Background: an optimization exercise with open tools, aiming at small area and a short achievable clock period. Do not read the settings as production practice.
Only simulation tests tie the RTL to the original design; equivalence was not proved.
Power and IR drop assume default switching activity.

## FP16_mcl
module FP16_mcl(
    input [15:0] data1,
    input [15:0] data2,
    input rst,
    input input_valid,
    input clk,
    output reg [15:0] datanew,
    output reg output_update
    );
Size in the first run: ~870 cells after synthesis, about 170 flip-flops, about 52 I/O pins, roughly 0.0081 mm^2 of cells after synthesis.
Settings: LEC_CHECK=0, ABC_AREA=1, CAP_MARGIN=20, CORE_MARGIN=2, CORE_UTILIZATION=60, CTS_BUF_LIST=sky130_fd_sc_hd__clkbuf_4 sky130_fd_sc_hd__clkbuf_8, CTS_CLUSTER_DIAMETER=20, SETUP_SLACK_MARGIN=3.4, SLEW_MARGIN=20; clock period 5.5 ns.
standard.sh (not shown) runs the stock make flow with config.mk's settings and CLKGATE_MAP_FILE= SYNTH_SCRIPT=/design/flow/synth_recipe.tcl, a recipe that flattens the netlist after the stock synthesis.
==> flow/flow/run.sh <==
#!/bin/bash
# The standard layout, with the port buffers made from the smallest buffer cell.
bash standard.sh 'BUFFER_PORTS_ARGS=-buffer_cell sky130_fd_sc_hd__buf_1' finish > standard.log 2>&1
Next try:
==> flow/flow/run.sh (replaced) <==
#!/bin/bash
# The standard layout, with the port buffers made from the smallest buffer
# cell and a clock tree built without dummy loads.
bash standard.sh 'BUFFER_PORTS_ARGS=-buffer_cell sky130_fd_sc_hd__buf_1' \
  'CTS_ARGS=-sink_clustering_enable -repair_clock_nets -buf_list {sky130_fd_sc_hd__clkbuf_4 sky130_fd_sc_hd__clkbuf_8} -dont_use_dummy_load' \
  finish > standard.log 2>&1
Settings changed: CTS_CLUSTER_DIAMETER 20 to default, SETUP_SLACK_MARGIN 3.4 to 3.5.
Combinational power climbs by about 3%. Sequential power is about the same. Sequential cell count is unchanged. Sequential share of layout area increases by 0.49 points. Clock power came out lower by 24%. Routed wire length decreases by 1.2%. Final cell count goes down by 1.3%. Global-route usage shrinks by 0.22 points.
Next try:
==> flow/flow/run.sh (replaced) <==
#!/bin/bash
# The standard layout, with the port buffers made from the smallest buffer cell.
bash standard.sh 'BUFFER_PORTS_ARGS=-buffer_cell sky130_fd_sc_hd__buf_1' finish > standard.log 2>&1
Settings changed: PLACE_DENSITY from default to 0.92, SETUP_SLACK_MARGIN 3.5 to 3.4.
Effect:
- worst setup slack degrades by 41 ps
- clock power grows by 49%
- sequential share of layout area shrinks by 0.70 points
- power grows by 8.3%
- final area grows by 1.2%
- maximum frequency shrinks by 2.0%
- register-to-register slack degrades by 70 ps
- worst hold slack stays flat
- first-iteration DRC count grows by 76%
- clock skew shrinks by 20 ps
Next try:
Settings changed: PLACE_DENSITY 0.92 to 0.8.
Final area goes up by 0.60%.
Count of clock-buffer cells in the layout stays the same.
Via count goes down by 3.0%.
Sequential power is about the same.
Sequential share of layout area goes down by 0.13 points.

========
FP16_mcl, a different RTL version from the one above (not shown whole).
Size in the first run: ~870 cells after synthesis, roughly 170 flip-flops, roughly 52 I/O pins, ~0.0080 mm^2 of cells after synthesis.
clock: 5.5 ns
lec_check: 0
abc_area: 1
cap_margin: 20
core_margin: 2
core_utilization: 60
cts_buf_list: sky130_fd_sc_hd__clkbuf_4 sky130_fd_sc_hd__clkbuf_8
setup_slack_margin: 3.0
slew_margin: 20
==> flow/flow/run.sh <==
#!/bin/bash
# The standard layout, with the port buffers made from the smallest buffer cell.
bash standard.sh 'BUFFER_PORTS_ARGS=-buffer_cell sky130_fd_sc_hd__buf_1' finish > standard.log 2>&1
Next try:
Settings changed: CORE_UTILIZATION 60 to 75, SETUP_SLACK_MARGIN 3.0 to 3.25.
Sequential share of layout area shrinks by 0.46 points.
Cell area grows by 1.6%.
Non-clock buffer count grows by 10.
Clock-buffer cell count is unchanged.
Clock power grows by 9.9%.
Wire length grows by 27%.
Via count grows by 14%.

========
job 101:
RTL: one of the versions met above, not the one the previous note started from.
For scale: about 870 cells after synthesis, ~170 flip-flops, ~52 I/O pins, ~8100 um2 of cells after synthesis.
==> flow/design.v (excerpt) <==
module FP16_mcl(
    input [15:0] data1,
    input [15:0] data2,
    input rst,
    input input_valid,
    input clk,
    output reg [15:0] datanew,
    output reg output_update
    );
export LEC_CHECK = 0
export ABC_AREA = 1
export CAP_MARGIN = 20
export CORE_MARGIN = 2
export CORE_UTILIZATION = 60
export CTS_BUF_LIST = sky130_fd_sc_hd__clkbuf_4 sky130_fd_sc_hd__clkbuf_8
export SETUP_SLACK_MARGIN = 3.4
export SLEW_MARGIN = 20
create_clock -name core_clock -period 5.5 [get_ports {clk}]
Scripts as last shown in full above: flow/flow/run.sh
Modified inputs, job 102 compared to job 101
Settings: CTS_CLUSTER_DIAMETER now 100, previously not set.
Results
Post-synthesis net count: job 102 vs job 101 identical. Initial core utilization came out exactly the same in job 101 and job 102. Between job 102 and job 101, the minimum clock period does not differ in any meaningful way. Diff job 102..job 101 | xor and xnor fraction of the mapped netlist area | unchanged. Job 102 against job 101: global-route usage now sits at about the same level, number of fillers in the final layout now sits at about the same level, sequential share of layout area now sits at about the same level. There was hardly any difference in clock buffer count between job 101 and job 102. As far as fraction of synthesis flops using an asynchronous set or reset pin is concerned, job 101 and job 102 perform about the same.
[inputs] job 103 vs job 102
Settings: swapping sky130_fd_sc_hd__clkbuf_4 sky130_fd_sc_hd__clkbuf_8 for sky130_fd_sc_hd__clkbuf_16 in CTS_BUF_LIST; swapping 3.4 for 3.45 in SETUP_SLACK_MARGIN; clearing CTS_CLUSTER_DIAMETER, which used to be 100.
Results
Of the two candidates, job 102 has the worse minimum clock period after layout and job 103 the better one.
The cell with the largest stage delay on the worst path comes out fa_1 in one run and dfrtp_1 in the other, namely in job 103 and job 102 respectively.
Relative to job 102, routed via count increased by 38 in job 103.
Met2 track demand over resource (lower): job 102
Inputs modified between job 103 and job 104:
Settings: a change of SETUP_SLACK_MARGIN from 3.45 to 3.35; a change of CTS_BUF_LIST from sky130_fd_sc_hd__clkbuf_16 to sky130_fd_sc_hd__clkbuf_4 sky130_fd_sc_hd__clkbuf_8.
Results
Job 103 -> job 104: combinational power flat. Taking job 103 as the reference point, the switching share of total power of job 104 rises by 1.8 points. Job 104 ends up with lower total length of routed wires than job 103 does. Any difference in total routing resource utilization after global routing between job 103 and job 104 is small enough to ignore. Of the two values seen for end point of the critical path, up13_r3$_DFF_P_ was produced by job 103 and datanew[0] by job 104. Path type of the worst setup path = flip-flop to flip-flop: job 103; path type of the worst setup path = flip-flop to output port: job 104. Compared with job 103, in job 104 average wire per standard cell has remained practically unchanged, power density normalized to cell area has decreased, via-per-instance ratio has decreased. Delta (job 104 minus job 103): clock latency of the later-clocked register in the worst-skew pair +0.04 ns; finished layout cell area -210 um2.
Modified inputs, job 105 compared to job 104
Settings: swapping 3.35 for 3.5 in SETUP_SLACK_MARGIN.
==> run summary <==
- Job 105 completed end to end with timing, DRC and antenna clean.
- Compared to job 104, job 105 has net switching power 29 uW higher.
- Against job 104 as the reference, job 105 delivers a lower first-iteration DRC count.
- Comparing job 104 and job 105, post-route fraction of the period consumed by the critical path is lower on job 105.
- Job 105 vs job 104 — leakage power figure rose 1.6%.
- [job 105] area added between synthesis and finish rose 1.5 points relative to job 104
- | global-route usage | job 105 vs job 104 | ≈ equal |
- Job 105 vs job 104 — non-clock buffer count rose 2.
- For the part of the total power dissipated in combinational logic, job 105 came in 0.8 points higher than job 104 did.
- Multi-input gate share of the layout cell area: lower on job 105

==> what the ideal ports hide <==
The results above use ideal ports. As a check the final layouts listed here were re-extracted and re-timed, cells and wires unchanged. Step 1, drivers: a clkbuf_16 drives clk and a buf_2 each remaining input, both assumed. Step 2, shift: input delay + t, output delay - t, t = (earliest + latest rising clock arrival at the registers) / 2. This alone moves slack from input paths to output paths. Three values: no drivers, after step 1, after step 2; two values: the first two.
run	shift t [ns]	slack for setup (ns)	clock arrival spread, ns	slew at the worst register clock pin (ns)	pins driven straight from the clock port
the first run of note 1	0.498	3.451 / 3.412 / 3.222	0.011 / 0.010	0.10 / 0.10	1
the second run of note 1	0.477	3.473 / 3.436 / 3.245	0.031 / 0.031	0.10 / 0.10	1
the third run of note 1	0.514	3.432 / 3.409 / 3.223	0.011 / 0.011	0.09 / 0.09	1
the fourth run of note 1	0.499	3.460 / 3.427 / 3.258	0.014 / 0.014	0.10 / 0.10	1
the first run of note 2	0.472	3.139 / 3.139 / 3.019	0.013 / 0.013	0.09 / 0.09	1
the second run of note 2	0.510	3.119 / 3.119 / 2.903	0.012 / 0.013	0.10 / 0.10	1
job 101	0.498	3.451 / 3.412 / 3.222	0.011 / 0.010	0.10 / 0.10	1
job 102	0.498	3.451 / 3.412 / 3.222	0.011 / 0.010	0.10 / 0.10	1
job 103	0.465	3.487 / 3.456 / 3.250	0.013 / 0.013	0.07 / 0.07	1
job 104	0.499	3.429 / 3.391 / 3.236	0.012 / 0.011	0.10 / 0.10	1
job 105	0.498	3.447 / 3.408 / 3.235	0.012 / 0.012	0.10 / 0.10	1
After both steps setup and hold are still met in every run listed. The setup slack of job 103, which loses most, moves by -0.031 ns with the drivers and by -0.237 ns with both steps.
